Context: an optimization exercise on an open-source flow, tuned for small area, a short achievable clock period and few clock cycles per item. The choices shown serve that exercise and are no tape-out recipe.
The RTL was checked by simulation tests, not by an equivalence proof against the original design.

[flow/config.mk]
export PLATFORM = sky130hd
export DESIGN_NAME = part_2_TOP
export DESIGN_NICKNAME = part_2_TOP
export VERILOG_FILES = /design/flow/design.v
export SDC_FILE = /design/flow/constraint.sdc
export NUM_CORES = 4
export LEC_CHECK = 0
export CAP_MARGIN = 0
export CORE_MARGIN = 2
export CORE_UTILIZATION = 40
export PLACE_DENSITY = 0.6
export SETUP_SLACK_MARGIN = 4.5
export SLEW_MARGIN = 0
[flow/constraint.sdc]
create_clock -name core_clock -period 10.0 [get_ports {clk}]
set_input_delay 2.0000 -clock core_clock [delete_from_list [all_inputs] [get_ports {clk}]]
set_output_delay 2.0000 -clock core_clock [all_outputs]
set_load 0.01 [all_outputs]
[flow/design.v]
module part_2_TOP (input clk, rst, start, input [1:0] MOD, input [15:0] Xbus,
                   output Ready, output [17:0] RBUS);
    reg        busy;       
    reg        ph;         
    reg [1:0]  mr;         
    reg [2:0]  k;          
    reg [7:0]  Bone, Btwo, Bneg;   
    reg        Bb15;               
    reg [15:0] U;          
    reg [17:0] acc;        
    reg [1:0]  lo2;        
    wire        nz = |Xbus;
    wire        gt = Xbus[15] & (|Xbus[14:0]);
    wire        c0 = nz & (~Xbus[0] | gt);
    wire [14:0] y  = Xbus[15:1];
    reg  [14:0] h;                     
    integer i;
    always @(*) begin
        for (i = 0; i < 15; i = i + 1)
            h[i] = y[i] ^ (c0 & ~|(y & ((15'd1 << i) - 15'd1)));
    end
    wire [15:0] t0 = {h, Xbus[0] ^ (nz & ~gt)};
    wire [15:0] pm;
    mul16hi mu (.a(U), .one(Bone), .two(Btwo), .neg(Bneg), .b15(Bb15), .y(pm));
    reg [2:0] last;
    always @(*) begin
        case (mr)
            2'd0: last = 3'd6;
            2'd1: last = 3'd6;
            2'd2: last = 3'd5;
            default: last = 3'd7;
        endcase
    end
    wire [2:0] kn = k + 3'd1;
    reg [15:0] cn;
    always @(*) begin
        case ({mr == 2'd3, kn})
            {1'b0, 3'd2}: cn = 16'h5555;
            {1'b0, 3'd3}: cn = 16'h4000;
            {1'b0, 3'd4}: cn = 16'h3333;
            {1'b0, 3'd5}: cn = 16'h2AAA;
            {1'b0, 3'd6}: cn = 16'h2492;
            {1'b0, 3'd7}: cn = 16'h2000;
            {1'b1, 3'd2}: cn = 16'hAAAA;
            {1'b1, 3'd3}: cn = 16'hC000;
            {1'b1, 3'd4}: cn = 16'hCCCC;
            {1'b1, 3'd5}: cn = 16'hD555;
            {1'b1, 3'd6}: cn = 16'hD999;
            {1'b1, 3'd7}: cn = 16'hE000;
            default:      cn = 16'h0000;
        endcase
    end
    reg inc, neg;
    always @(*) begin
        case (mr)
            2'd0: begin inc = (k != 3'd7); neg = 1'b0;  end    
            2'd1: begin inc = ~k[0];       neg = k[1];  end    
            2'd2: begin inc = k[0];        neg = ~k[1]; end    
            default: begin inc = 1'b1;     neg = k[0];  end    
        endcase
    end
    reg sp, sn, sp2, sn2, asub;
    wire [15:0] u2 = {U[13:0], lo2};
    wire [15:0] ad = ({16{sp}} & U) | ({16{sn}} & ~U) | ({16{sp2}} & u2) | ({16{sn2}} & ~u2);
    wire [17:0] addend = {{2{asub}}, ad};
    wire [18:0] sum1 = {acc, 1'b1} + {addend, asub};
    wire [17:0] sum = sum1[18:1];
    assign RBUS  = sum;
    wire skip = busy & ph & (k == 3'd2) & (mr != 2'd3);
    wire [15:0] dn = (busy & ph & ~skip) ? cn : Xbus;
    wire [16:0] db = {dn, 1'b0};
    reg [7:0] one_n, two_n, neg_n;
    integer j;
    always @(*) begin
        for (j = 0; j < 8; j = j + 1) begin
            one_n[j] = db[2*j] ^ db[2*j+1];
            two_n[j] = (db[2*j+2] & ~db[2*j+1] & ~db[2*j]) | (~db[2*j+2] & db[2*j+1] & db[2*j]);
            neg_n[j] = db[2*j+2];
        end
    end
    assign Ready = ~busy;
    always @(posedge clk or posedge rst) begin
        if (rst) begin
            busy <= 1'b0;
            ph   <= 1'b0;
            sp   <= 1'b0;
            sn   <= 1'b0;
            sp2  <= 1'b0;
            sn2  <= 1'b0;
            asub <= 1'b0;
            mr   <= 2'd0;
            k    <= 3'd0;
        end else begin
            sp   <= busy & ph & inc & ~neg & ~skip;
            sn   <= busy & ph & inc & neg & ~skip;
            sp2  <= busy & ph & inc & ~neg & skip;
            sn2  <= busy & ph & inc & neg & skip;
            asub <= busy & ph & inc & neg;
            if (!busy) begin
                if (start) begin
                    busy <= 1'b1;
                    ph   <= 1'b1;
                    mr   <= MOD;
                    k    <= 3'd1;
                end
            end else if (skip) begin
                k <= 3'd3;
            end else if (ph) begin
                ph <= 1'b0;
                if (k == last)
                    busy <= 1'b0;
            end else begin
                ph <= 1'b1;
                k  <= kn;
            end
        end
    end
    always @(posedge clk) begin
        U <= !busy ? {1'b0, t0[15:1]} : skip ? {2'b00, pm[15:2]} : pm;
        lo2 <= pm[1:0];
        Bone <= one_n;
        Btwo <= two_n;
        Bneg <= neg_n;
        Bb15 <= dn[15];
        if (!busy & start) begin
            case (MOD)
                2'd0: acc <= {2'b01, t0};
                2'd2: acc <= 18'h10000;
                default: acc <= {2'b00, t0};
            endcase
        end else
            acc <= sum;
    end
endmodule
module mul16hi (input [15:0] a, input [7:0] one, input [7:0] two, input [7:0] neg, input b15, output [15:0] y);
    wire [15:0] b = {b15, 15'd0};
    wire one0 = one[0];
    wire two0 = two[0];
    wire neg0 = neg[0];
    wire one1 = one[1];
    wire two1 = two[1];
    wire neg1 = neg[1];
    wire one2 = one[2];
    wire two2 = two[2];
    wire neg2 = neg[2];
    wire one3 = one[3];
    wire two3 = two[3];
    wire neg3 = neg[3];
    wire one4 = one[4];
    wire two4 = two[4];
    wire neg4 = neg[4];
    wire one5 = one[5];
    wire two5 = two[5];
    wire neg5 = neg[5];
    wire one6 = one[6];
    wire two6 = two[6];
    wire neg6 = neg[6];
    wire one7 = one[7];
    wire two7 = two[7];
    wire neg7 = neg[7];
    wire p0_0 = ((one0 & a[0])) ^ neg0;
    wire p0_1 = ((one0 & a[1]) | (two0 & a[0])) ^ neg0;
    wire p0_2 = ((one0 & a[2]) | (two0 & a[1])) ^ neg0;
    wire p0_3 = ((one0 & a[3]) | (two0 & a[2])) ^ neg0;
    wire p0_4 = ((one0 & a[4]) | (two0 & a[3])) ^ neg0;
    wire p0_5 = ((one0 & a[5]) | (two0 & a[4])) ^ neg0;
    wire p0_6 = ((one0 & a[6]) | (two0 & a[5])) ^ neg0;
    wire p0_7 = ((one0 & a[7]) | (two0 & a[6])) ^ neg0;
    wire p0_8 = ((one0 & a[8]) | (two0 & a[7])) ^ neg0;
    wire p0_9 = ((one0 & a[9]) | (two0 & a[8])) ^ neg0;
    wire p0_10 = ((one0 & a[10]) | (two0 & a[9])) ^ neg0;
    wire p0_11 = ((one0 & a[11]) | (two0 & a[10])) ^ neg0;
    wire p0_12 = ((one0 & a[12]) | (two0 & a[11])) ^ neg0;
    wire p0_13 = ((one0 & a[13]) | (two0 & a[12])) ^ neg0;
    wire p0_14 = ((one0 & a[14]) | (two0 & a[13])) ^ neg0;
    wire p0_15 = ((one0 & a[15]) | (two0 & a[14])) ^ neg0;
    wire p0_16 = ((two0 & a[15])) ^ neg0;
    wire p1_0 = ((one1 & a[0])) ^ neg1;
    wire p1_1 = ((one1 & a[1]) | (two1 & a[0])) ^ neg1;
    wire p1_2 = ((one1 & a[2]) | (two1 & a[1])) ^ neg1;
    wire p1_3 = ((one1 & a[3]) | (two1 & a[2])) ^ neg1;
    wire p1_4 = ((one1 & a[4]) | (two1 & a[3])) ^ neg1;
    wire p1_5 = ((one1 & a[5]) | (two1 & a[4])) ^ neg1;
    wire p1_6 = ((one1 & a[6]) | (two1 & a[5])) ^ neg1;
    wire p1_7 = ((one1 & a[7]) | (two1 & a[6])) ^ neg1;
    wire p1_8 = ((one1 & a[8]) | (two1 & a[7])) ^ neg1;
    wire p1_9 = ((one1 & a[9]) | (two1 & a[8])) ^ neg1;
    wire p1_10 = ((one1 & a[10]) | (two1 & a[9])) ^ neg1;
    wire p1_11 = ((one1 & a[11]) | (two1 & a[10])) ^ neg1;
    wire p1_12 = ((one1 & a[12]) | (two1 & a[11])) ^ neg1;
    wire p1_13 = ((one1 & a[13]) | (two1 & a[12])) ^ neg1;
    wire p1_14 = ((one1 & a[14]) | (two1 & a[13])) ^ neg1;
    wire p1_15 = ((one1 & a[15]) | (two1 & a[14])) ^ neg1;
    wire p1_16 = ((two1 & a[15])) ^ neg1;
    wire p2_0 = ((one2 & a[0])) ^ neg2;
    wire p2_1 = ((one2 & a[1]) | (two2 & a[0])) ^ neg2;
    wire p2_2 = ((one2 & a[2]) | (two2 & a[1])) ^ neg2;
    wire p2_3 = ((one2 & a[3]) | (two2 & a[2])) ^ neg2;
    wire p2_4 = ((one2 & a[4]) | (two2 & a[3])) ^ neg2;
    wire p2_5 = ((one2 & a[5]) | (two2 & a[4])) ^ neg2;
    wire p2_6 = ((one2 & a[6]) | (two2 & a[5])) ^ neg2;
    wire p2_7 = ((one2 & a[7]) | (two2 & a[6])) ^ neg2;
    wire p2_8 = ((one2 & a[8]) | (two2 & a[7])) ^ neg2;
    wire p2_9 = ((one2 & a[9]) | (two2 & a[8])) ^ neg2;
    wire p2_10 = ((one2 & a[10]) | (two2 & a[9])) ^ neg2;
    wire p2_11 = ((one2 & a[11]) | (two2 & a[10])) ^ neg2;
    wire p2_12 = ((one2 & a[12]) | (two2 & a[11])) ^ neg2;
    wire p2_13 = ((one2 & a[13]) | (two2 & a[12])) ^ neg2;
    wire p2_14 = ((one2 & a[14]) | (two2 & a[13])) ^ neg2;
    wire p2_15 = ((one2 & a[15]) | (two2 & a[14])) ^ neg2;
    wire p2_16 = ((two2 & a[15])) ^ neg2;
    wire p3_0 = ((one3 & a[0])) ^ neg3;
    wire p3_1 = ((one3 & a[1]) | (two3 & a[0])) ^ neg3;
    wire p3_2 = ((one3 & a[2]) | (two3 & a[1])) ^ neg3;
    wire p3_3 = ((one3 & a[3]) | (two3 & a[2])) ^ neg3;
    wire p3_4 = ((one3 & a[4]) | (two3 & a[3])) ^ neg3;
    wire p3_5 = ((one3 & a[5]) | (two3 & a[4])) ^ neg3;
    wire p3_6 = ((one3 & a[6]) | (two3 & a[5])) ^ neg3;
    wire p3_7 = ((one3 & a[7]) | (two3 & a[6])) ^ neg3;
    wire p3_8 = ((one3 & a[8]) | (two3 & a[7])) ^ neg3;
    wire p3_9 = ((one3 & a[9]) | (two3 & a[8])) ^ neg3;
    wire p3_10 = ((one3 & a[10]) | (two3 & a[9])) ^ neg3;
    wire p3_11 = ((one3 & a[11]) | (two3 & a[10])) ^ neg3;
    wire p3_12 = ((one3 & a[12]) | (two3 & a[11])) ^ neg3;
    wire p3_13 = ((one3 & a[13]) | (two3 & a[12])) ^ neg3;
    wire p3_14 = ((one3 & a[14]) | (two3 & a[13])) ^ neg3;
    wire p3_15 = ((one3 & a[15]) | (two3 & a[14])) ^ neg3;
    wire p3_16 = ((two3 & a[15])) ^ neg3;
    wire p4_0 = ((one4 & a[0])) ^ neg4;
    wire p4_1 = ((one4 & a[1]) | (two4 & a[0])) ^ neg4;
    wire p4_2 = ((one4 & a[2]) | (two4 & a[1])) ^ neg4;
    wire p4_3 = ((one4 & a[3]) | (two4 & a[2])) ^ neg4;
    wire p4_4 = ((one4 & a[4]) | (two4 & a[3])) ^ neg4;
    wire p4_5 = ((one4 & a[5]) | (two4 & a[4])) ^ neg4;
    wire p4_6 = ((one4 & a[6]) | (two4 & a[5])) ^ neg4;
    wire p4_7 = ((one4 & a[7]) | (two4 & a[6])) ^ neg4;
    wire p4_8 = ((one4 & a[8]) | (two4 & a[7])) ^ neg4;
    wire p4_9 = ((one4 & a[9]) | (two4 & a[8])) ^ neg4;
    wire p4_10 = ((one4 & a[10]) | (two4 & a[9])) ^ neg4;
    wire p4_11 = ((one4 & a[11]) | (two4 & a[10])) ^ neg4;
    wire p4_12 = ((one4 & a[12]) | (two4 & a[11])) ^ neg4;
    wire p4_13 = ((one4 & a[13]) | (two4 & a[12])) ^ neg4;
    wire p4_14 = ((one4 & a[14]) | (two4 & a[13])) ^ neg4;
    wire p4_15 = ((one4 & a[15]) | (two4 & a[14])) ^ neg4;
    wire p4_16 = ((two4 & a[15])) ^ neg4;
    wire p5_0 = ((one5 & a[0])) ^ neg5;
    wire p5_1 = ((one5 & a[1]) | (two5 & a[0])) ^ neg5;
    wire p5_2 = ((one5 & a[2]) | (two5 & a[1])) ^ neg5;
    wire p5_3 = ((one5 & a[3]) | (two5 & a[2])) ^ neg5;
    wire p5_4 = ((one5 & a[4]) | (two5 & a[3])) ^ neg5;
    wire p5_5 = ((one5 & a[5]) | (two5 & a[4])) ^ neg5;
    wire p5_6 = ((one5 & a[6]) | (two5 & a[5])) ^ neg5;
    wire p5_7 = ((one5 & a[7]) | (two5 & a[6])) ^ neg5;
    wire p5_8 = ((one5 & a[8]) | (two5 & a[7])) ^ neg5;
    wire p5_9 = ((one5 & a[9]) | (two5 & a[8])) ^ neg5;
    wire p5_10 = ((one5 & a[10]) | (two5 & a[9])) ^ neg5;
    wire p5_11 = ((one5 & a[11]) | (two5 & a[10])) ^ neg5;
    wire p5_12 = ((one5 & a[12]) | (two5 & a[11])) ^ neg5;
    wire p5_13 = ((one5 & a[13]) | (two5 & a[12])) ^ neg5;
    wire p5_14 = ((one5 & a[14]) | (two5 & a[13])) ^ neg5;
    wire p5_15 = ((one5 & a[15]) | (two5 & a[14])) ^ neg5;
    wire p5_16 = ((two5 & a[15])) ^ neg5;
    wire p6_0 = ((one6 & a[0])) ^ neg6;
    wire p6_1 = ((one6 & a[1]) | (two6 & a[0])) ^ neg6;
    wire p6_2 = ((one6 & a[2]) | (two6 & a[1])) ^ neg6;
    wire p6_3 = ((one6 & a[3]) | (two6 & a[2])) ^ neg6;
    wire p6_4 = ((one6 & a[4]) | (two6 & a[3])) ^ neg6;
    wire p6_5 = ((one6 & a[5]) | (two6 & a[4])) ^ neg6;
    wire p6_6 = ((one6 & a[6]) | (two6 & a[5])) ^ neg6;
    wire p6_7 = ((one6 & a[7]) | (two6 & a[6])) ^ neg6;
    wire p6_8 = ((one6 & a[8]) | (two6 & a[7])) ^ neg6;
    wire p6_9 = ((one6 & a[9]) | (two6 & a[8])) ^ neg6;
    wire p6_10 = ((one6 & a[10]) | (two6 & a[9])) ^ neg6;
    wire p6_11 = ((one6 & a[11]) | (two6 & a[10])) ^ neg6;
    wire p6_12 = ((one6 & a[12]) | (two6 & a[11])) ^ neg6;
    wire p6_13 = ((one6 & a[13]) | (two6 & a[12])) ^ neg6;
    wire p6_14 = ((one6 & a[14]) | (two6 & a[13])) ^ neg6;
    wire p6_15 = ((one6 & a[15]) | (two6 & a[14])) ^ neg6;
    wire p6_16 = ((two6 & a[15])) ^ neg6;
    wire p7_0 = ((one7 & a[0])) ^ neg7;
    wire p7_1 = ((one7 & a[1]) | (two7 & a[0])) ^ neg7;
    wire p7_2 = ((one7 & a[2]) | (two7 & a[1])) ^ neg7;
    wire p7_3 = ((one7 & a[3]) | (two7 & a[2])) ^ neg7;
    wire p7_4 = ((one7 & a[4]) | (two7 & a[3])) ^ neg7;
    wire p7_5 = ((one7 & a[5]) | (two7 & a[4])) ^ neg7;
    wire p7_6 = ((one7 & a[6]) | (two7 & a[5])) ^ neg7;
    wire p7_7 = ((one7 & a[7]) | (two7 & a[6])) ^ neg7;
    wire p7_8 = ((one7 & a[8]) | (two7 & a[7])) ^ neg7;
    wire p7_9 = ((one7 & a[9]) | (two7 & a[8])) ^ neg7;
    wire p7_10 = ((one7 & a[10]) | (two7 & a[9])) ^ neg7;
    wire p7_11 = ((one7 & a[11]) | (two7 & a[10])) ^ neg7;
    wire p7_12 = ((one7 & a[12]) | (two7 & a[11])) ^ neg7;
    wire p7_13 = ((one7 & a[13]) | (two7 & a[12])) ^ neg7;
    wire p7_14 = ((one7 & a[14]) | (two7 & a[13])) ^ neg7;
    wire p7_15 = ((one7 & a[15]) | (two7 & a[14])) ^ neg7;
    wire p7_16 = ((two7 & a[15])) ^ neg7;
    wire w1 = p0_10 ^ p1_8;
    wire w2 = p0_10 & p1_8;
    wire w3 = p0_11 ^ p1_9;
    wire w4 = p0_11 & p1_9;
    wire w5 = p0_12 ^ p1_10 ^ p2_8;
    wire w6 = (p0_12 & p1_10) | (p0_12 & p2_8) | (p1_10 & p2_8);
    wire w7 = p3_6 ^ p4_4;
    wire w8 = p3_6 & p4_4;
    wire w9 = p0_13 ^ p1_11 ^ p2_9;
    wire w10 = (p0_13 & p1_11) | (p0_13 & p2_9) | (p1_11 & p2_9);
    wire w11 = p3_7 ^ p4_5;
    wire w12 = p3_7 & p4_5;
    wire w13 = p0_14 ^ p1_12 ^ p2_10;
    wire w14 = (p0_14 & p1_12) | (p0_14 & p2_10) | (p1_12 & p2_10);
    wire w15 = p3_8 ^ p4_6 ^ p5_4;
    wire w16 = (p3_8 & p4_6) | (p3_8 & p5_4) | (p4_6 & p5_4);
    wire w17 = p6_2 ^ p7_0;
    wire w18 = p6_2 & p7_0;
    wire w19 = p0_15 ^ p1_13 ^ p2_11;
    wire w20 = (p0_15 & p1_13) | (p0_15 & p2_11) | (p1_13 & p2_11);
    wire w21 = p3_9 ^ p4_7 ^ p5_5;
    wire w22 = (p3_9 & p4_7) | (p3_9 & p5_5) | (p4_7 & p5_5);
    wire w23 = p6_3 ^ p7_1;
    wire w24 = p6_3 & p7_1;
    wire w25 = p0_16 ^ p1_14 ^ p2_12;
    wire w26 = (p0_16 & p1_14) | (p0_16 & p2_12) | (p1_14 & p2_12);
    wire w27 = p3_10 ^ p4_8 ^ p5_6;
    wire w28 = (p3_10 & p4_8) | (p3_10 & p5_6) | (p4_8 & p5_6);
    wire w29 = p6_4 ^ p7_2 ^ (a[0] & b[15]);
    wire w30 = (p6_4 & p7_2) | (p6_4 & (a[0] & b[15])) | (p7_2 & (a[0] & b[15]));
    wire w31 = neg0 ^ p1_15 ^ p2_13;
    wire w32 = (neg0 & p1_15) | (neg0 & p2_13) | (p1_15 & p2_13);
    wire w33 = p3_11 ^ p4_9 ^ p5_7;
    wire w34 = (p3_11 & p4_9) | (p3_11 & p5_7) | (p4_9 & p5_7);
    wire w35 = p6_5 ^ p7_3 ^ (a[1] & b[15]);
    wire w36 = (p6_5 & p7_3) | (p6_5 & (a[1] & b[15])) | (p7_3 & (a[1] & b[15]));
    wire w37 = neg0 ^ p1_16 ^ p2_14;
    wire w38 = (neg0 & p1_16) | (neg0 & p2_14) | (p1_16 & p2_14);
    wire w39 = p3_12 ^ p4_10 ^ p5_8;
    wire w40 = (p3_12 & p4_10) | (p3_12 & p5_8) | (p4_10 & p5_8);
    wire w41 = p6_6 ^ p7_4 ^ (a[2] & b[15]);
    wire w42 = (p6_6 & p7_4) | (p6_6 & (a[2] & b[15])) | (p7_4 & (a[2] & b[15]));
    wire w43 = ~neg0 ^ ~neg1 ^ p2_15;
    wire w44 = (~neg0 & ~neg1) | (~neg0 & p2_15) | (~neg1 & p2_15);
    wire w45 = p3_13 ^ p4_11 ^ p5_9;
    wire w46 = (p3_13 & p4_11) | (p3_13 & p5_9) | (p4_11 & p5_9);
    wire w47 = p6_7 ^ p7_5 ^ (a[3] & b[15]);
    wire w48 = (p6_7 & p7_5) | (p6_7 & (a[3] & b[15])) | (p7_5 & (a[3] & b[15]));
    wire w49 = p2_16 ^ p3_14 ^ p4_12;
    wire w50 = (p2_16 & p3_14) | (p2_16 & p4_12) | (p3_14 & p4_12);
    wire w51 = p5_10 ^ p6_8 ^ p7_6;
    wire w52 = (p5_10 & p6_8) | (p5_10 & p7_6) | (p6_8 & p7_6);
    wire w53 = (a[4] & b[15]) ^ 1'b1;
    wire w54 = (a[4] & b[15]) & 1'b1;
    wire w55 = ~neg2 ^ p3_15 ^ p4_13;
    wire w56 = (~neg2 & p3_15) | (~neg2 & p4_13) | (p3_15 & p4_13);
    wire w57 = p5_11 ^ p6_9 ^ p7_7;
    wire w58 = (p5_11 & p6_9) | (p5_11 & p7_7) | (p6_9 & p7_7);
    wire w59 = p3_16 ^ p4_14 ^ p5_12;
    wire w60 = (p3_16 & p4_14) | (p3_16 & p5_12) | (p4_14 & p5_12);
    wire w61 = p6_10 ^ p7_8;
    wire w62 = p6_10 & p7_8;
    wire w63 = ~neg3 ^ p4_15 ^ p5_13;
    wire w64 = (~neg3 & p4_15) | (~neg3 & p5_13) | (p4_15 & p5_13);
    wire w65 = p4_16 ^ p5_14;
    wire w66 = p4_16 & p5_14;
    wire w67 = p0_6 ^ p1_4;
    wire w68 = p0_6 & p1_4;
    wire w69 = p0_7 ^ p1_5;
    wire w70 = p0_7 & p1_5;
    wire w71 = p0_8 ^ p1_6 ^ p2_4;
    wire w72 = (p0_8 & p1_6) | (p0_8 & p2_4) | (p1_6 & p2_4);
    wire w73 = p3_2 ^ p4_0;
    wire w74 = p3_2 & p4_0;
    wire w75 = p0_9 ^ p1_7 ^ p2_5;
    wire w76 = (p0_9 & p1_7) | (p0_9 & p2_5) | (p1_7 & p2_5);
    wire w77 = p3_3 ^ p4_1;
    wire w78 = p3_3 & p4_1;
    wire w79 = p2_6 ^ p3_4 ^ p4_2;
    wire w80 = (p2_6 & p3_4) | (p2_6 & p4_2) | (p3_4 & p4_2);
    wire w81 = p5_0 ^ neg5 ^ w1;
    wire w82 = (p5_0 & neg5) | (p5_0 & w1) | (neg5 & w1);
    wire w83 = p2_7 ^ p3_5 ^ p4_3;
    wire w84 = (p2_7 & p3_5) | (p2_7 & p4_3) | (p3_5 & p4_3);
    wire w85 = p5_1 ^ w3 ^ w2;
    wire w86 = (p5_1 & w3) | (p5_1 & w2) | (w3 & w2);
    wire w87 = p5_2 ^ p6_0 ^ neg6;
    wire w88 = (p5_2 & p6_0) | (p5_2 & neg6) | (p6_0 & neg6);
    wire w89 = w5 ^ w7 ^ w4;
    wire w90 = (w5 & w7) | (w5 & w4) | (w7 & w4);
    wire w91 = p5_3 ^ p6_1 ^ w9;
    wire w92 = (p5_3 & p6_1) | (p5_3 & w9) | (p6_1 & w9);
    wire w93 = w11 ^ w6 ^ w8;
    wire w94 = (w11 & w6) | (w11 & w8) | (w6 & w8);
    wire w95 = neg7 ^ w13 ^ w15;
    wire w96 = (neg7 & w13) | (neg7 & w15) | (w13 & w15);
    wire w97 = w17 ^ w10 ^ w12;
    wire w98 = (w17 & w10) | (w17 & w12) | (w10 & w12);
    wire w99 = w19 ^ w21 ^ w23;
    wire w100 = (w19 & w21) | (w19 & w23) | (w21 & w23);
    wire w101 = w14 ^ w16 ^ w18;
    wire w102 = (w14 & w16) | (w14 & w18) | (w16 & w18);
    wire w103 = w25 ^ w27 ^ w29;
    wire w104 = (w25 & w27) | (w25 & w29) | (w27 & w29);
    wire w105 = w20 ^ w22 ^ w24;
    wire w106 = (w20 & w22) | (w20 & w24) | (w22 & w24);
    wire w107 = w31 ^ w33 ^ w35;
    wire w108 = (w31 & w33) | (w31 & w35) | (w33 & w35);
    wire w109 = w26 ^ w28 ^ w30;
    wire w110 = (w26 & w28) | (w26 & w30) | (w28 & w30);
    wire w111 = w37 ^ w39 ^ w41;
    wire w112 = (w37 & w39) | (w37 & w41) | (w39 & w41);
    wire w113 = w32 ^ w34 ^ w36;
    wire w114 = (w32 & w34) | (w32 & w36) | (w34 & w36);
    wire w115 = w43 ^ w45 ^ w47;
    wire w116 = (w43 & w45) | (w43 & w47) | (w45 & w47);
    wire w117 = w38 ^ w40 ^ w42;
    wire w118 = (w38 & w40) | (w38 & w42) | (w40 & w42);
    wire w119 = w49 ^ w51 ^ w53;
    wire w120 = (w49 & w51) | (w49 & w53) | (w51 & w53);
    wire w121 = w44 ^ w46 ^ w48;
    wire w122 = (w44 & w46) | (w44 & w48) | (w46 & w48);
    wire w123 = (a[5] & b[15]) ^ w55 ^ w57;
    wire w124 = ((a[5] & b[15]) & w55) | ((a[5] & b[15]) & w57) | (w55 & w57);
    wire w125 = w50 ^ w52 ^ w54;
    wire w126 = (w50 & w52) | (w50 & w54) | (w52 & w54);
    wire w127 = (a[6] & b[15]) ^ 1'b1 ^ w59;
    wire w128 = ((a[6] & b[15]) & 1'b1) | ((a[6] & b[15]) & w59) | (1'b1 & w59);
    wire w129 = w61 ^ w56 ^ w58;
    wire w130 = (w61 & w56) | (w61 & w58) | (w56 & w58);
    wire w131 = p6_11 ^ p7_9 ^ (a[7] & b[15]);
    wire w132 = (p6_11 & p7_9) | (p6_11 & (a[7] & b[15])) | (p7_9 & (a[7] & b[15]));
    wire w133 = w63 ^ w60 ^ w62;
    wire w134 = (w63 & w60) | (w63 & w62) | (w60 & w62);
    wire w135 = p6_12 ^ p7_10 ^ (a[8] & b[15]);
    wire w136 = (p6_12 & p7_10) | (p6_12 & (a[8] & b[15])) | (p7_10 & (a[8] & b[15]));
    wire w137 = 1'b1 ^ w65 ^ w64;
    wire w138 = (1'b1 & w65) | (1'b1 & w64) | (w65 & w64);
    wire w139 = ~neg4 ^ p5_15 ^ p6_13;
    wire w140 = (~neg4 & p5_15) | (~neg4 & p6_13) | (p5_15 & p6_13);
    wire w141 = p7_11 ^ (a[9] & b[15]) ^ w66;
    wire w142 = (p7_11 & (a[9] & b[15])) | (p7_11 & w66) | ((a[9] & b[15]) & w66);
    wire w143 = p5_16 ^ p6_14 ^ p7_12;
    wire w144 = (p5_16 & p6_14) | (p5_16 & p7_12) | (p6_14 & p7_12);
    wire w145 = (a[10] & b[15]) ^ 1'b1;
    wire w146 = (a[10] & b[15]) & 1'b1;
    wire w147 = ~neg5 ^ p6_15 ^ p7_13;
    wire w148 = (~neg5 & p6_15) | (~neg5 & p7_13) | (p6_15 & p7_13);
    wire w149 = p6_16 ^ p7_14;
    wire w150 = p6_16 & p7_14;
    wire w151 = p0_4 ^ p1_2;
    wire w152 = p0_4 & p1_2;
    wire w153 = p0_5 ^ p1_3;
    wire w154 = p0_5 & p1_3;
    wire w155 = p2_2 ^ p3_0 ^ neg3;
    wire w156 = (p2_2 & p3_0) | (p2_2 & neg3) | (p3_0 & neg3);
    wire w157 = p2_3 ^ p3_1 ^ w69;
    wire w158 = (p2_3 & p3_1) | (p2_3 & w69) | (p3_1 & w69);
    wire w159 = neg4 ^ w71 ^ w73;
    wire w160 = (neg4 & w71) | (neg4 & w73) | (w71 & w73);
    wire w161 = w75 ^ w77 ^ w72;
    wire w162 = (w75 & w77) | (w75 & w72) | (w77 & w72);
    wire w163 = w79 ^ w81 ^ w76;
    wire w164 = (w79 & w81) | (w79 & w76) | (w81 & w76);
    wire w165 = w83 ^ w85 ^ w80;
    wire w166 = (w83 & w85) | (w83 & w80) | (w85 & w80);
    wire w167 = w87 ^ w89 ^ w84;
    wire w168 = (w87 & w89) | (w87 & w84) | (w89 & w84);
    wire w169 = w91 ^ w93 ^ w88;
    wire w170 = (w91 & w93) | (w91 & w88) | (w93 & w88);
    wire w171 = w95 ^ w97 ^ w92;
    wire w172 = (w95 & w97) | (w95 & w92) | (w97 & w92);
    wire w173 = w99 ^ w101 ^ w96;
    wire w174 = (w99 & w101) | (w99 & w96) | (w101 & w96);
    wire w175 = w103 ^ w105 ^ w100;
    wire w176 = (w103 & w105) | (w103 & w100) | (w105 & w100);
    wire w177 = w107 ^ w109 ^ w104;
    wire w178 = (w107 & w109) | (w107 & w104) | (w109 & w104);
    wire w179 = w111 ^ w113 ^ w108;
    wire w180 = (w111 & w113) | (w111 & w108) | (w113 & w108);
    wire w181 = w115 ^ w117 ^ w112;
    wire w182 = (w115 & w117) | (w115 & w112) | (w117 & w112);
    wire w183 = w119 ^ w121 ^ w116;
    wire w184 = (w119 & w121) | (w119 & w116) | (w121 & w116);
    wire w185 = w123 ^ w125 ^ w120;
    wire w186 = (w123 & w125) | (w123 & w120) | (w125 & w120);
    wire w187 = w127 ^ w129 ^ w124;
    wire w188 = (w127 & w129) | (w127 & w124) | (w129 & w124);
    wire w189 = w131 ^ w133 ^ w128;
    wire w190 = (w131 & w133) | (w131 & w128) | (w133 & w128);
    wire w191 = w135 ^ w137 ^ w132;
    wire w192 = (w135 & w137) | (w135 & w132) | (w137 & w132);
    wire w193 = w139 ^ w141 ^ w136;
    wire w194 = (w139 & w141) | (w139 & w136) | (w141 & w136);
    wire w195 = w143 ^ w145 ^ w140;
    wire w196 = (w143 & w145) | (w143 & w140) | (w145 & w140);
    wire w197 = (a[11] & b[15]) ^ w147 ^ w144;
    wire w198 = ((a[11] & b[15]) & w147) | ((a[11] & b[15]) & w144) | (w147 & w144);
    wire w199 = (a[12] & b[15]) ^ 1'b1 ^ w149;
    wire w200 = ((a[12] & b[15]) & 1'b1) | ((a[12] & b[15]) & w149) | (1'b1 & w149);
    wire w201 = ~neg6 ^ p7_15 ^ (a[13] & b[15]);
    wire w202 = (~neg6 & p7_15) | (~neg6 & (a[13] & b[15])) | (p7_15 & (a[13] & b[15]));
    wire w203 = p7_16 ^ (a[14] & b[15]);
    wire w204 = p7_16 & (a[14] & b[15]);
    wire w205 = p0_2 ^ p1_0;
    wire w206 = p0_2 & p1_0;
    wire w207 = p0_3 ^ p1_1;
    wire w208 = p0_3 & p1_1;
    wire w209 = p2_0 ^ neg2 ^ w151;
    wire w210 = (p2_0 & neg2) | (p2_0 & w151) | (neg2 & w151);
    wire w211 = p2_1 ^ w153 ^ w152;
    wire w212 = (p2_1 & w153) | (p2_1 & w152) | (w153 & w152);
    wire w213 = w67 ^ w155 ^ w154;
    wire w214 = (w67 & w155) | (w67 & w154) | (w155 & w154);
    wire w215 = w68 ^ w157 ^ w156;
    wire w216 = (w68 & w157) | (w68 & w156) | (w157 & w156);
    wire w217 = w70 ^ w159 ^ w158;
    wire w218 = (w70 & w159) | (w70 & w158) | (w159 & w158);
    wire w219 = w74 ^ w161 ^ w160;
    wire w220 = (w74 & w161) | (w74 & w160) | (w161 & w160);
    wire w221 = w78 ^ w163 ^ w162;
    wire w222 = (w78 & w163) | (w78 & w162) | (w163 & w162);
    wire w223 = w82 ^ w165 ^ w164;
    wire w224 = (w82 & w165) | (w82 & w164) | (w165 & w164);
    wire w225 = w86 ^ w167 ^ w166;
    wire w226 = (w86 & w167) | (w86 & w166) | (w167 & w166);
    wire w227 = w90 ^ w169 ^ w168;
    wire w228 = (w90 & w169) | (w90 & w168) | (w169 & w168);
    wire w229 = w94 ^ w171 ^ w170;
    wire w230 = (w94 & w171) | (w94 & w170) | (w171 & w170);
    wire w231 = w98 ^ w173 ^ w172;
    wire w232 = (w98 & w173) | (w98 & w172) | (w173 & w172);
    wire w233 = w102 ^ w175 ^ w174;
    wire w234 = (w102 & w175) | (w102 & w174) | (w175 & w174);
    wire w235 = w106 ^ w177 ^ w176;
    wire w236 = (w106 & w177) | (w106 & w176) | (w177 & w176);
    wire w237 = w110 ^ w179 ^ w178;
    wire w238 = (w110 & w179) | (w110 & w178) | (w179 & w178);
    wire w239 = w114 ^ w181 ^ w180;
    wire w240 = (w114 & w181) | (w114 & w180) | (w181 & w180);
    wire w241 = w118 ^ w183 ^ w182;
    wire w242 = (w118 & w183) | (w118 & w182) | (w183 & w182);
    wire w243 = w122 ^ w185 ^ w184;
    wire w244 = (w122 & w185) | (w122 & w184) | (w185 & w184);
    wire w245 = w126 ^ w187 ^ w186;
    wire w246 = (w126 & w187) | (w126 & w186) | (w187 & w186);
    wire w247 = w130 ^ w189 ^ w188;
    wire w248 = (w130 & w189) | (w130 & w188) | (w189 & w188);
    wire w249 = w134 ^ w191 ^ w190;
    wire w250 = (w134 & w191) | (w134 & w190) | (w191 & w190);
    wire w251 = w138 ^ w193 ^ w192;
    wire w252 = (w138 & w193) | (w138 & w192) | (w193 & w192);
    wire w253 = w142 ^ w195 ^ w194;
    wire w254 = (w142 & w195) | (w142 & w194) | (w195 & w194);
    wire w255 = w146 ^ w197 ^ w196;
    wire w256 = (w146 & w197) | (w146 & w196) | (w197 & w196);
    wire w257 = w148 ^ w199 ^ w198;
    wire w258 = (w148 & w199) | (w148 & w198) | (w199 & w198);
    wire w259 = w150 ^ w201 ^ w200;
    wire w260 = (w150 & w201) | (w150 & w200) | (w201 & w200);
    wire w261 = 1'b1 ^ w203 ^ w202;
    wire w262 = (1'b1 & w203) | (1'b1 & w202) | (w203 & w202);
    wire w263 = ~neg7 ^ (a[15] & b[15]) ^ w204;
    wire w264 = (~neg7 & (a[15] & b[15])) | (~neg7 & w204) | ((a[15] & b[15]) & w204);
    wire [31:0] s = {w263, w261, w259, w257, w255, w253, w251, w249, w247, w245, w243, w241, w239, w237, w235, w233, w231, w229, w227, w225, w223, w221, w219, w217, w215, w213, w211, w209, w207, neg1, p0_1, p0_0} + {w262, w260, w258, w256, w254, w252, w250, w248, w246, w244, w242, w240, w238, w236, w234, w232, w230, w228, w226, w224, w222, w220, w218, w216, w214, w212, w210, w208, w206, w205, 1'b0, neg0};
    assign y = s[31:16];
endmodule
[flow/run.sh]
#!/bin/bash
# synth_recipe.tcl (not shown) runs the flow's synth.tcl, then flattens the netlist and writes it again
# the make line also repeats each setting of config.mk as NAME=value (left out here)
make -C /OpenROAD-flow-scripts/flow DESIGN_CONFIG=/design/flow/config.mk WORK_HOME=/design/flow/orfs CLKGATE_MAP_FILE= SYNTH_SCRIPT=/design/flow/synth_recipe.tcl finish
==> results of run 1 <==
[cell usage in the layout (no fill, tap or decap), types with 30 or more instances in the layout]
cell type / count
a21oi_1: 35
xnor2_1: 159
buf_4: 34
mux2i_1: 34
nand2_1: 93
dfxtp_1: 30
ha_1: 75
o21ai_0: 46
nor2_1: 54
inv_1: 111
fa_1: 103
clkdlybuf4s50_1: 34
a22oi_1: 120
[registers in the layout, summed over array words and instances (netlist names)]
signal  flops
k           3
sn          1
Bone        8
sn2         1
U          16
mr          2
sp          1
lo2         2
Btwo        8
Bneg        8
busy        1
ph          1
asub        1
acc        18
sp2         1
[stage by stage]
step / setup slack (ns) / area, µm²
after floorplan: 4.67 / 10500
after global placement: 4.35 / 11000
after detailed placement: 4.33 / 11000
after CTS: 4.34 / 11400
after global routing: 4.50 / 11700
final: 4.71 / 11700
[kinds of logic (layout without fill, tap and decap cells)]
| group | after synthesis | in the layout | share of synthesized area |
|---|---|---|---|
| xor gates and xnor gates | 183 | 183 | 0.153 |
| muxes | 40 | 40 | 0.0390 |
| and+or+nand+nor | 223 | 223 | 0.0987 |
| DFF | 72 | 72 | 0.144 |
| adders and majority gates | 180 | 180 | 0.290 |
| AOI/OAI and AO/OA | 299 | 299 | 0.198 |
| buffers and inverters | 213 | 211 | 0.0774 |
[cells in the mapped netlist (14+ instances only)]
master	n
dfxtp_1	60
nand2b_1	14
o21ai_0	49
clkbuf_1	80
xnor2_1	159
ha_1	76
nor2_1	54
fa_1	104
xor2_1	24
nand2_1	93
a21o_1	20
a22oi_1	120
a21oi_1	37
mux2i_1	34
inv_1	113
[layer usage]
metal | global-route usage | vias up
met5 | 0 | -
li1 | - | 4094
met2 | 0.350 | 311
met3 | 0.0251 | 65
met4 | 0.0771 | 0
met1 | 0.305 | 4220
[worst reg2reg max path, stage by stage, from the launching register on]
cell	delay [ns]
dfxtp_4	0.47
buf_4	0.23
a22oi_1	0.12
xnor2_1	0.19
fa_1	0.54
inv_1	0.06
fa_1	0.47
fa_1	0.59
fa_1	0.45
ha_1	0.37
o21a_1	0.13
o21ai_0	0.14
a21oi_1	0.09
nor2b_2	0.17
a21oi_4	0.22
o21ai_1	0.15
o41ai_2	0.26
xnor2_1	0.15
a221o_1	0.35
[path summary, 6_finish.rpt]
| check | start | endpoint | slack, ns |
|---|---|---|---|
| max in group asynchronous | rst | sp | 7.69 |
| worst min register to register | ph | ph | 0.63 |
| worst min-delay path | ph | ph | 0.63 |
| worst max register to register | U[4] | U[13] | 4.76 |
| min in group asynchronous | rst | busy | 1.97 |
| worst max-delay path | U[2] | RBUS[16] | 4.71 |
[repair_timing]
action | CTS | global route
endpoints found under the setup margin | 20 | 26
endpoints found under the hold margin | 0 | 0
pin swaps | 0 | 8
setup buffers | 3 | 19
gates resized for setup | 26 | 55
[area by class of cell]
class | count | area [µm²]
Fill cell | 2568 | 14200
Multi-Input combinational cell | 925 | 8210
Sequential cell | 72 | 1580
Timing Repair Buffer | 79 | 742
Inverter | 116 | 447
Tap cell | 335 | 419
Clock buffer | 10 | 229
Clock inverter | 6 | 42.5
==> run notes, run 1 <==
* Tightest Pin Transition at 1.13 ns
* Overflow after GRT at 0
* Synth area leader: fa_1
* Final Wtd Congestion at 0.902
* Full die area at 27,400 µm²
* Post-DP HPWL at 22,000 µm
* Non-Filler Instances at 1,543
* Critical path fanouts, max at 19
* Synthesized Nets at 1,411
* Async S/R FF share, synth at 0.167
* CP max stage cell: dfxtp_4
* Status: no timing/DRC/antenna violations
* Area Growth Syn to Fin at 11.5%
* Critical path class: reg2out
* Main synth FF type: dfxtp_1
* Final Slew Violations at 0
* Met1 Wirelength at 13,500 µm
* Sequential area share after synthesis at 0.144
* Global-route wire length before repair at 48,400 µm
* Core area at 25,800 µm²
* Clk root buf: clkbuf_16
* Vias per std cell at 5.63
* Initial DRC count at 675
* Share of cells above drive strength 1 at 0.101
* FMAX at 0.189 GHz
* Highest metal layer with signal wires: met4
* CTS tree: built
* Num CTS Buffers at 9
* Nets at 1,404
* Clock Path Buffers at 2
* Max-cap violations at 0
* Most used cell along the critical path: a21o_1
* Top cell family by delay on the critical path: compound AO/OA/AOI/OAI gates
* Cell Chain, Critical Path: mux2i_1 > nand2_1 > ha_1 > a21o_1 > a21o_1 > a21o_1 > nor3_2 > a21oi_2 > buf_4 > a211o_1 > a31oi_1 > xnor2_1 > dlygate4sd2_1
* Hold path cells at 2
* DR WL met3 at 1730 µm
* Setup Skew at 0.00961 ns
* Post-placement cell count at 1,505
* Site row count at 59
* Top area cells in the synthesized netlist: fa_1 20%, xnor2_1 13%, dfxtp_1 11%
* Port bufs at 39
* Synthesis Warnings at 1
* Pin count of the biggest net entering global routing at 24
* R2R cell count at 18
* Metal2 WL at 13,800 µm
* Setup crit end kind: primary output
* Worst Setup Start Kind: register
* Hold buffer count at CTS at 0
* Top cell type's share of synthesized area at 0.199
* Drt pass-1 iters at 5
* Number of synthesized flops with an enable pin at 0
* Gr usage total at 0.218
* Residual DRC at 0
* Avg Inst Size Synth at 8.64 µm²
* Worst path arrival time at 3.29 ns
* Final Util at 0.451
* Crit-path max cell delay at 0.53 ns
* Die Y at 166 µm
* DR WL/cell at 19.4 µm
* Clock H-tree levels at 3
* Hold WS at 0.631 ns
* Setup TNS at 0 ns
* Hold Vio Cnt, Final at 0
* I/O pin total at 40
* Ant diodes at 0
* Tmin final at 5.29 ns
* Vias in the first global route at 8,787
* Clock transition at path regs at 0.06 ns
* Count of final setup violators at 0
* Critical Path Stages at 13
* Worst hold path type: reg2reg
* Buf/Inv on CP at 2
* Clk sinks at 72
* Via count at 8,690
* Gate Count Post-Synth at 1,210
* Yosys reg bits at 72
* Unique masters post-synth at 67
* Initial Util at 0.405
* WP data required at 8.00 ns
* Initial antenna violation count at 0
* Worst-Skew Late Latency at 0.34 ns
* Die X-Extent at 166 µm
* DRT antenna net count at 0
* Final Routed Wirelength at 29,900 µm
* Rel. slew slack at 0.244
* RSZ-0062 raised after global routing: no
* Synthesized cell area at 10,500 µm²
* Tcrit/Tclk final at 0.529
Testbench counts, summed over its fixed seeds: cycles 14,484, items 1,280.
==> run 2: changes to the inputs <==
--- a/flow/config.mk
+++ b/flow/config.mk
@@ -6,8 +6,8 @@
 export NUM_CORES = 4
 export LEC_CHECK = 0
-export CAP_MARGIN = 0
+export CAP_MARGIN = 5
 export CORE_MARGIN = 2
 export CORE_UTILIZATION = 40
 export PLACE_DENSITY = 0.6
-export SETUP_SLACK_MARGIN = 4.5
-export SLEW_MARGIN = 0
+export SETUP_SLACK_MARGIN = 4.4
+export SLEW_MARGIN = 5
==> run 2 against run 1 <==
Compared with the run above: still clean; synthesized cell count unchanged; final cell count unchanged; core utilization decreased by 0.13 points; wire length about the same; critical path depth increased by 1; synthesized area unchanged; via count decreased by 0.17%; critical path type unchanged; largest cell class unchanged.
==> run notes, run 2 <==
* Status: no timing/DRC/antenna violations
* WP data required at 8.00 ns (about the same)
* DRT antenna net count at 0 (unchanged)
* Final worst setup slack at 4.62 ns (-0.0897 ns)
* Max-cap violations at 0 (unchanged)
* Clock transition at path regs at 0.06 ns (about the same)
* R2R cell count at 17 (-1)
* Top area cells in the synthesized netlist: fa_1 20%, xnor2_1 13%, dfxtp_1 11%
* Avg Inst Size Synth at 8.64 µm² (unchanged)
* Most frequent cells in the layout: 159 x xnor2_1, 120 x a22oi_1, 111 x inv_1, 103 x fa_1, 93 x nand2_1
* Critical path class: reg2out
* Non-Filler Instances at 1,543 (unchanged)
* Num CTS Buffers at 9 (unchanged)
* Pre-CTS setup slack at 4.33 ns (unchanged)
* Site row count at 59 (unchanged)
* Commonest non-fill, non-tap cell in the layout: xnor2_1
* Nets at 1,404 (unchanged)
* R2r startpoint: U[12]
* Worst hold path type: reg2reg
* Count of final setup violators at 0 (unchanged)
* I/O pin total at 40 (unchanged)
* Gate Count Post-Synth at 1,210 (unchanged)
* Worst reg2reg setup slack at 4.69 ns (-0.07 ns)
* Ant diodes at 0 (unchanged)
* Vias per std cell at 5.62 (-0.17%)
* Initial antenna violation count at 0 (unchanged)
* Core area at 25,800 µm² (unchanged)
* Drt pass-1 iters at 5 (unchanged)
* Setup TNS at 0 ns (unchanged)
* Critical path fanouts, max at 9 (-10)
* Min-delay src: ph
* Clock H-tree levels at 3 (unchanged)
* Share of cells above drive strength 1 at 0.0985 (-0.00248)
* RSZ-0062 raised after global routing: no
* Tmin final at 5.38 ns (+0.0897 ns)
* Main synth FF type: dfxtp_1
* Setup crit end kind: primary output
* Biggest register: acc
* Unique masters post-synth at 67 (unchanged)
* Final Wtd Congestion at 0.902 (unchanged)
* Worst R2R End: U[13]
* Clock Path Buffers at 2 (unchanged)
* Initial Util at 0.405 (unchanged)
* FMAX at 0.186 GHz (-1.7%)
* Async S/R FF share, synth at 0.167 (unchanged)
* Via count at 8,675 (-0.17%)
* Final Routed Wirelength at 29,900 µm (about the same)
* Post-synth top cells: 159 x xnor2_1, 120 x a22oi_1, 113 x inv_1
* Post-DP HPWL at 22,000 µm (unchanged)
* Overflow after GRT at 0 (unchanged)
* Hold WS at 0.625 ns (-0.00584 ns)
* Hold Vio Cnt, Final at 0 (unchanged)
* Full die area at 27,400 µm² (unchanged)
* Count leader, synth: xnor2_1
* Port bufs at 39 (unchanged)
* Number of synthesized flops with an enable pin at 0 (unchanged)
* Initial DRC count at 596 (-12%)
* Synth area leader: fa_1
* Worst Setup Start Kind: register
* Max reg flops at 18 (unchanged)
* Die Y at 166 µm (unchanged)
* Die X-Extent at 166 µm (unchanged)
* Synthesis Warnings at 1 (unchanged)
* Tightest Pin Transition at 1.13 ns (+0.00562 ns)
* Post-placement cell count at 1,505 (unchanged)
* DR WL/cell at 19.4 µm (about the same)
* Sequential area share after synthesis at 0.144 (unchanged)
* CTS tree: built
* Area Growth Syn to Fin at 11.2%
* Residual DRC at 0 (unchanged)
* Final Slew Violations at 0 (unchanged)
* Pin count of the biggest net entering global routing at 24 (unchanged)
* Largest regs: acc (18), U (16)
* Hold path cells at 2 (unchanged)
* Setup Skew at 0.00906 ns (-0.000557 ns)
* Worst path arrival time at 3.38 ns (+0.09 ns)
* Global-route wire length before repair at 48,400 µm (about the same)
* Clk sinks at 72 (unchanged)
* Hold EP: ph
* Clk root buf: clkbuf_16
* Worst-Skew Late Latency at 0.34 ns (about the same)
* Top cell type's share of synthesized area at 0.199 (unchanged)
* Vias in the first global route at 8,775 (-0.14%)
* Rel. slew slack at 0.240 (-0.00377)
* Synthesized Nets at 1,411 (unchanged)
* Tcrit/Tclk final at 0.538 (+0.00897)
* Gr usage total at 0.218 (unchanged)
* Yosys reg bits at 72 (unchanged)
* Synthesized cell area at 10,500 µm² (unchanged)
==> run 2: repair_timing <==
action                                  CTS  global route
endpoints found under the setup margin   15            22
hold buffers                              0             0
gates resized for setup                  20            44
cloned                                    0             0
endpoints found under the hold margin     0             0
buffers inserted                          1            21
pin swaps                                 0             4
==> run 2: through the flow <==
step                 util  area (µm²)
floorplan               -       10500
global placement    0.427       11000
detailed placement  0.427       11000
CTS                 0.439       11300
global route        0.450       11600
finish              0.450       11600
==> run 2: worst max path at each step <==
stage,from,end,slack (ns),cells after the start
3_5_place_dp,U[1],RBUS[17],4.33,12
4_1_cts,sp2,RBUS[17],4.34,12
3_3_place_gp,U[1],RBUS[17],4.35,12
2_1_floorplan,Bneg[4],U[11],4.67,17
5_1_grt,sp,RBUS[12],4.40,14
6_report,sp,RBUS[12],4.62,14
==> run 2: final cells by class <==
class | instances | area, µm²
fillers | 2572 | 14200
multi-input cells | 925 | 8190
flip-flops and latches | 72 | 1560
repair buffers | 79 | 747
inverters | 116 | 447
well taps | 335 | 419
clock buffers | 10 | 229
clock inverters | 6 | 42.5
==> run 2: cells by family (layout without fill, tap and decap cells) <==
| group | Yosys count | in the layout | share of synthesized area |
|---|---|---|---|
| AOI/OAI and AO/OA | 299 | 299 | 0.198 |
| and+or+nand+nor | 223 | 223 | 0.0987 |
| buffers and inverters | 213 | 211 | 0.0774 |
| xor gates and xnor gates | 183 | 183 | 0.153 |
| adders and majority gates | 180 | 180 | 0.290 |
| DFF | 72 | 72 | 0.144 |
| muxes | 40 | 40 | 0.0390 |
==> run 2: critical path, stage by stage, from the launching register on <==
cell and delay (ns):
dfrtp_2 0.40, buf_4 0.16, buf_4 0.16, mux2i_1 0.13
nand2_1 0.07, ha_1 0.34, nand3_1 0.14, nor4_2 0.31
nor2_1 0.10, a21oi_2 0.24, a21o_1 0.16, a21oi_1 0.07
xor2_1 0.16, inv_1 0.06, clkdlybuf4s50_1 0.53
==> run 2: per-layer routing <==
metal | up-vias | global-route usage | wire length, µm
met2 | 300 | 0.350 | 13800
met4 | 0 | 0.0783 | 932
met5 | - | 0 | 0
met3 | 67 | 0.0237 | 1610
li1 | 4092 | - | -
met1 | 4216 | 0.306 | 13600
==> run 3: changes to the inputs <==
--- a/flow/config.mk
+++ b/flow/config.mk
@@ -10,4 +10,4 @@
 export CORE_UTILIZATION = 40
 export PLACE_DENSITY = 0.6
-export SETUP_SLACK_MARGIN = 4.4
+export SETUP_SLACK_MARGIN = 4.6
 export SLEW_MARGIN = 5
==> run 3 against run 2 <==
Compared with the run above: critical path depth stayed put; clock skew is essentially flat; synthesized cell count unchanged; maximum frequency grew 2.7%; setup slack improved by 0.14 ns; critical path type unchanged; highest routed layer unchanged.
==> run notes, run 3 <==
* Status: no timing/DRC/antenna violations
* Gate Count Post-Synth at 1,210 (unchanged)
* Hold buffer count at CTS at 0 (unchanged)
* FMAX at 0.191 GHz (+2.7%)
* Worst-Skew Late Latency at 0.34 ns (about the same)
* Tmin final at 5.23 ns (-0.143 ns)
* Core area at 25,800 µm² (unchanged)
* Main synth FF type: dfxtp_1
* Top cell type's share of synthesized area at 0.199 (unchanged)
* Rel. slew slack at 0.234 (-0.00613)
* Critical path class: reg2out
* Full die area at 27,400 µm² (unchanged)
* Largest regs: acc (18), U (16)
* Biggest register: acc
* Crit-path max cell delay at 0.48 ns (-0.05 ns)
* Port bufs at 39 (unchanged)
* Max-cap violations at 0 (unchanged)
* Initial Util at 0.405 (unchanged)
* Post-placement cell count at 1,505 (unchanged)
* Final Routed Wirelength at 30,100 µm (+0.68%)
* Area Growth Syn to Fin at 13.9%
* Gr usage total at 0.219 (+0.00133)
* Max reg flops at 18 (unchanged)
* Tightest Pin Transition at 1.14 ns (+0.00913 ns)
* Residual DRC at 0 (unchanged)
* Highest metal layer with signal wires: met4
* Clock Path Buffers at 2 (unchanged)
* Global-route wire length before repair at 48,700 µm (+0.58%)
* Async S/R FF share, synth at 0.167 (unchanged)
* Cell Chain, Critical Path: buf_12 > mux2i_1 > nand2_1 > ha_4 > a21o_1 > a21o_1 > a21o_1 > nor3_2 > a21oi_2 > a21o_1 > a21oi_1 > xor2_1 > inv_1 > clkdlybuf4s50_1
* Vias per std cell at 5.63 (+0.23%)
* Synth area leader: fa_1
* Die X-Extent at 166 µm (unchanged)
* Yosys reg bits at 72 (unchanged)
* Worst path arrival time at 3.23 ns (-0.15 ns)
* Avg Inst Size Synth at 8.64 µm² (unchanged)
* Metal2 WL at 14,000 µm (+1.6%)
* Synthesized cell area at 10,500 µm² (unchanged)
* DR WL met3 at 1890 µm (+17%)
* Commonest non-fill, non-tap cell in the layout: xnor2_1
* Most frequent cells in the layout: 158 x xnor2_1, 120 x a22oi_1, 111 x inv_1, 103 x fa_1, 93 x nand2_1
* Num CTS Buffers at 9 (unchanged)
* CTS tree: built
* DR WL/cell at 19.4 µm (-0.16%)
* Non-Filler Instances at 1,556 (+0.84%)
* Nets at 1,417 (+0.93%)
* I/O pin total at 40 (unchanged)
* Clock transition at path regs at 0.06 ns (about the same)
* Hold WS at 0.634 ns (+0.00863 ns)
* Filler cells at 2,536 (-1.4%)
* Share of cells above drive strength 1 at 0.120 (+0.0211)
* Tcrit/Tclk final at 0.523 (-0.0143)
* Most used cell along the critical path: a21o_1
* Setup crit end kind: primary output
* Site row count at 59 (unchanged)
* Count leader, synth: xnor2_1
* CP max stage cell: clkdlybuf4s50_1
* Clock H-tree levels at 3 (unchanged)
* Vias in the first global route at 8,852 (+0.88%)
* Final Wtd Congestion at 0.902 (unchanged)
* Worst Setup Start Kind: register
* Die Y at 166 µm (unchanged)
* Post-synth top cells: 159 x xnor2_1, 120 x a22oi_1, 113 x inv_1
* Sequential area share after synthesis at 0.144 (unchanged)
* Initial DRC count at 723 (+21%)
* Hold Vio Cnt, Final at 0 (unchanged)
* Initial antenna violation count at 0 (unchanged)
* Top area cells in the synthesized netlist: fa_1 20%, xnor2_1 13%, dfxtp_1 11%
* Worst reg2reg setup slack at 4.85 ns (+0.16 ns)
* DRT antenna net count at 0 (unchanged)
* WP data required at 8.00 ns (about the same)
* Count of final setup violators at 0 (unchanged)
* RSZ-0062 raised after global routing: yes
* Final Slew Violations at 0 (unchanged)
* Setup Skew at 0.00898 ns (-0.0000715 ns)
* Unique masters post-synth at 67 (unchanged)
* Clk root buf: clkbuf_16
* Synthesis Warnings at 1 (unchanged)
* Via count at 8,768 (+1.1%)
* Overflow after GRT at 0 (unchanged)
* Pin count of the biggest net entering global routing at 24 (unchanged)
* Final Util at 0.461 (+0.0107)
* Setup TNS at 0 ns (unchanged)
* Clk sinks at 72 (unchanged)
* Ant diodes at 0 (unchanged)
* Critical path fanouts, max at 8 (-1)
* Post-DP HPWL at 22,000 µm (unchanged)
* Drt pass-1 iters at 6 (+1)
* Worst hold path type: reg2reg
* Number of synthesized flops with an enable pin at 0 (unchanged)
* Met1 Wirelength at 13,400 µm (-1.3%)
* Synthesized Nets at 1,411 (unchanged)
## run 3: cell count changes in the layout (fill, tap and decap cells not counted), sizes merged
cell,before,now
buf,40,52
clkbuf,10,12
clkdlybuf4s50,36,32
clkinvlp,5,4
dlymetal6s2s,2,5
inv,115,116
## run 3: kinds of logic after synthesis
family,synth area share
simple gates,0.0987
buf+inv,0.0774
xor+xnor,0.153
mux,0.0390
flops,0.144
fa+ha+maj,0.290
compound gates,0.198
## run 3: layout make-up
type	instances	area [µm²]	area share
Inverter	116	445	0.0374
Clock inverter	6	42.5	0.00357
Clock buffer	10	229	0.0192
Multi-Input combinational cell	925	8260	0.693
Sequential cell	72	1590	0.133
Tap cell	335	419	0.0352
Timing Repair Buffer	92	926	0.0778
## run 3: timing repair
action / CTS / global route
cloned: 0 / 0
resized for setup: 47 / 60
hold endpoints to repair: 0 / 0
endpoints found under the setup margin: 26 / 26
pin swaps: 1 / 17
setup buffers: 16 / 19
## run 3: path summary, 6_finish.rpt
path                            startpoint       end  cells past startpoint
worst max-delay path                    sp  RBUS[12]                     14
worst min-delay path                    ph        ph                      2
worst max register to register        U[4]      U[2]                     19
worst min register to register          ph        ph                      2
max in group asynchronous              rst       sp2                      2
min in group asynchronous              rst      busy                      2
## run 3: stage by stage
step,worst slack (ns),cell area (µm²)
3_5_place_dp,4.33,11000
4_1_cts,4.61,11600
2_1_floorplan,4.67,10500
3_3_place_gp,4.35,11000
5_1_grt,4.47,11900
6_report,4.77,11900
## run 3: worst max-delay path: cells and delay by family (launching register included)
family          cells  cell delay [ns]
compound gates      6             0.98
buf+inv             3             0.68
flops               1             0.43
fa+ha+maj           1             0.25
simple gates        2             0.23
xor+xnor            1             0.21
mux                 1             0.12
## run 3: routing by layer
layer	global-route usage	vias to the layer above
li1	-	4123
met1	0.305	4238
met2	0.352	353
met3	0.0275	54
met4	0.0775	0
met5	0	-
==> run 4: changes to the inputs <==
--- a/flow/config.mk
+++ b/flow/config.mk
@@ -10,4 +10,4 @@
 export CORE_UTILIZATION = 40
 export PLACE_DENSITY = 0.6
-export SETUP_SLACK_MARGIN = 4.6
+export SETUP_SLACK_MARGIN = 4.5
 export SLEW_MARGIN = 5
==> run 4 against run 3 <==
Compared with the run above: register-to-register slack got worse by 0.09 ns; wire length fell by 0.72%; still clean on timing, DRC and antenna; sequential cell count did not move; highest routed layer unchanged; largest cell class unchanged; worst hold slack got worse by 0.0028 ns.
==> run notes, run 4 <==
* I/O pin total at 40 (unchanged)
* R2R cell count at 18 (-1)
* DR WL/cell at 19.4 µm (+0.11%)
* Residual DRC at 0 (unchanged)
* Setup TNS at 0 ns (unchanged)
* Synthesized cell area at 10,500 µm² (unchanged)
* FMAX at 0.189 GHz (-1.0%)
* Clk sinks at 72 (unchanged)
* Initial antenna violation count at 0 (unchanged)
* Final Routed Wirelength at 29,900 µm (-0.72%)
* Die Y at 166 µm (unchanged)
* Critical path class: reg2out
* Vias in the first global route at 8,787 (-0.73%)
* Critical path fanouts, max at 19 (+11)
* Num CTS Buffers at 9 (unchanged)
* Rel. slew slack at 0.244 (+0.00990)
* Initial DRC count at 675 (-6.6%)
* Vias per std cell at 5.63 (about the same)
* Main synth FF type: dfxtp_1
* Post-DP HPWL at 22,000 µm (unchanged)
* Clock Path Buffers at 2 (unchanged)
* Clock transition at path regs at 0.06 ns (about the same)
* Clk root buf: clkbuf_16
* WP data required at 8.00 ns (about the same)
* CTS tree: built
* Count leader, synth: xnor2_1
* Tcrit/Tclk final at 0.529 (+0.00530)
* Unique masters post-synth at 67 (unchanged)
* Synthesized Nets at 1,411 (unchanged)
* Sequential area share after synthesis at 0.144 (unchanged)
* Worst hold path type: reg2reg
* Tightest Pin Transition at 1.13 ns (-0.0148 ns)
* Most used cell along the critical path: a21o_1
* Yosys reg bits at 72 (unchanged)
* Final Wtd Congestion at 0.902 (unchanged)
* Worst Setup Start Kind: register
* Filler cells at 2,568 (+1.3%)
* Nets at 1,404 (-0.92%)
* Initial Util at 0.405 (unchanged)
* Count of final setup violators at 0 (unchanged)
* CP max stage cell: dfxtp_4
* Buf/Inv on CP at 2 (-1)
* Site row count at 59 (unchanged)
* Max-cap violations at 0 (unchanged)
* RSZ-0062 raised after global routing: no
* Gr usage total at 0.218 (-0.00133)
* Port bufs at 39 (unchanged)
* Global-route wire length before repair at 48,400 µm (-0.64%)
* Async S/R FF share, synth at 0.167 (unchanged)
* Share of cells above drive strength 1 at 0.101 (-0.0186)
* Die X-Extent at 166 µm (unchanged)
* Top area cells in the synthesized netlist: fa_1 20%, xnor2_1 13%, dfxtp_1 11%
* Hold path cells at 2 (unchanged)
* Full die area at 27,400 µm² (unchanged)
* DRT antenna net count at 0 (unchanged)
* Worst-Skew Late Latency at 0.34 ns (about the same)
* Pre-CTS setup slack at 4.33 ns (unchanged)
* Hold Vio Cnt, Final at 0 (unchanged)
* Tmin final at 5.29 ns (+0.0530 ns)
* Post-synth top cells: 159 x xnor2_1, 120 x a22oi_1, 113 x inv_1
* Gate Count Post-Synth at 1,210 (unchanged)
* Number of synthesized flops with an enable pin at 0 (unchanged)
* Area Growth Syn to Fin at 11.5%
* Overflow after GRT at 0 (unchanged)
* Biggest register: acc
* Top cell type's share of synthesized area at 0.199 (unchanged)
* Ant diodes at 0 (unchanged)
* Final worst setup slack at 4.71 ns (-0.0530 ns)
* Setup crit end kind: primary output
* Synthesis Warnings at 1 (unchanged)
* Pin count of the biggest net entering global routing at 24 (unchanged)
* Core area at 25,800 µm² (unchanged)
* Largest regs: acc (18), U (16)
* Crit-path max cell delay at 0.53 ns (+0.05 ns)
* Cell Chain, Critical Path: mux2i_1 > nand2_1 > ha_1 > a21o_1 > a21o_1 > a21o_1 > nor3_2 > a21oi_2 > buf_4 > a211o_1 > a31oi_1 > xnor2_1 > dlygate4sd2_1
* Most frequent cells in the layout: 159 x xnor2_1, 120 x a22oi_1, 111 x inv_1, 103 x fa_1, 93 x nand2_1
* Status: no timing/DRC/antenna violations
* Clock H-tree levels at 3 (unchanged)
* Max reg flops at 18 (unchanged)
* Commonest non-fill, non-tap cell in the layout: xnor2_1
* Hold buffer count at CTS at 0 (unchanged)
* Final Slew Violations at 0 (unchanged)
* Critical Path Stages at 13 (-1)
* Synth area leader: fa_1
* Avg Inst Size Synth at 8.64 µm² (unchanged)
* Drt pass-1 iters at 5 (-1)
* Hold WS at 0.631 ns (-0.00279 ns)
* Worst path arrival time at 3.29 ns (+0.06 ns)
* Via count at 8,690 (-0.89%)
* Top cell family by delay on the critical path: compound AO/OA/AOI/OAI gates
* Setup Skew at 0.00961 ns (+0.000629 ns)
[run 4: cell count changes in the layout (fill, tap and decap cells not counted), moves of 4 or more]
cell     previous run  this run
buf_12              9         1
buf_4              40        34
dfxtp_4            17        13
ha_1               71        75
[run 4: worst paths after layout]
| check | slack, ns | from | end |
|---|---|---|---|
| max in group asynchronous | 7.69 | rst | sp |
| hold reg to reg | 0.63 | ph | ph |
| setup reg to reg | 4.76 | U[4] | U[13] |
| setup / recovery | 4.71 | U[2] | RBUS[16] |
| hold / removal | 0.63 | ph | ph |
| min in group asynchronous | 1.97 | rst | busy |
[run 4: layout make-up]
class / count / area, µm² / area share
clock inverter: 6 / 42.5 / 0.00365
multi-input combinational: 925 / 8210 / 0.704
clock buffer: 10 / 229 / 0.0196
inverter: 116 / 447 / 0.0383
sequential: 72 / 1580 / 0.135
tap: 335 / 419 / 0.0359
timing repair buffer: 79 / 742 / 0.0636
[run 4: cell families after synthesis]
kind of cell / Yosys count / share of synthesized area
AOI/OAI and AO/OA: 299 / 0.198
and+or+nand+nor: 223 / 0.0987
buffers and inverters: 213 / 0.0774
xor gates and xnor gates: 183 / 0.153
adders and majority gates: 180 / 0.290
DFF: 72 / 0.144
muxes: 40 / 0.0390
[run 4: worst register-to-register path, stage by stage (launching register included)]
cell and delay, ns:
dfxtp_4 0.47, buf_4 0.23, a22oi_1 0.12, xnor2_1 0.19
fa_1 0.54, inv_1 0.06, fa_1 0.47, fa_1 0.59
fa_1 0.45, ha_1 0.37, o21a_1 0.13, o21ai_0 0.14
a21oi_1 0.09, nor2b_2 0.17, a21oi_4 0.22, o21ai_1 0.15
o41ai_2 0.26, xnor2_1 0.15, a221o_1 0.35
[run 4: per-layer routing]
layer | GRT usage | vias to the layer above | wire length, µm
li1 | - | 4094 | -
met5 | 0 | - | 0
met2 | 0.350 | 311 | 13800
met4 | 0.0771 | 0 | 889
met3 | 0.0251 | 65 | 1730
met1 | 0.305 | 4220 | 13500
[run 4: stage by stage]
step                      area [µm²]   util  cells
final                          11700  0.451   1543
after global routing           11700  0.451   1543
after global placement         11000  0.427   1505
after detailed placement       11000  0.427   1505
after floorplan                10500      -   1210
after CTS                      11400  0.440   1524
[run 4: repair_timing]
action	in CTS	in global routing
buffers inserted	3	19
pin swaps	0	8
gates resized for setup	26	55
endpoints found under the hold margin	0	0
setup endpoints to repair	20	26

## what the ideal ports hide
How much do the figures lean on ideal ports? The routed layouts below were timed once more, with nothing changed but the port constraints. Step 1: set_driving_cell puts a clkbuf_16 on clk and a buf_2 on each other input, an assumption about the parent block. Step 2 also shifts input and output timing later by t, the mid clock arrival at the registers, as if the neighbouring blocks saw the same clock. Slacks: no drivers / after step 1 / after step 2; pairs: no drivers / after step 1.
| run | t (ns) | slack for setup (ns) | worst setup path after step 2 | latest minus earliest clock arrival (ns) |
|---|---|---|---|---|
| run 1 | 0.380 | 4.712 / 4.671 / 4.758 | register to register | 0.010 / 0.010 |
| run 2 | 0.383 | 4.622 / 4.579 / 4.691 | register to register | 0.009 / 0.009 |
| run 3 | 0.380 | 4.765 / 4.724 / 4.849 | register to register | 0.009 / 0.009 |
| run 4 | 0.380 | 4.712 / 4.671 / 4.758 | register to register | 0.010 / 0.010 |
After both steps every run listed still meets setup and hold.
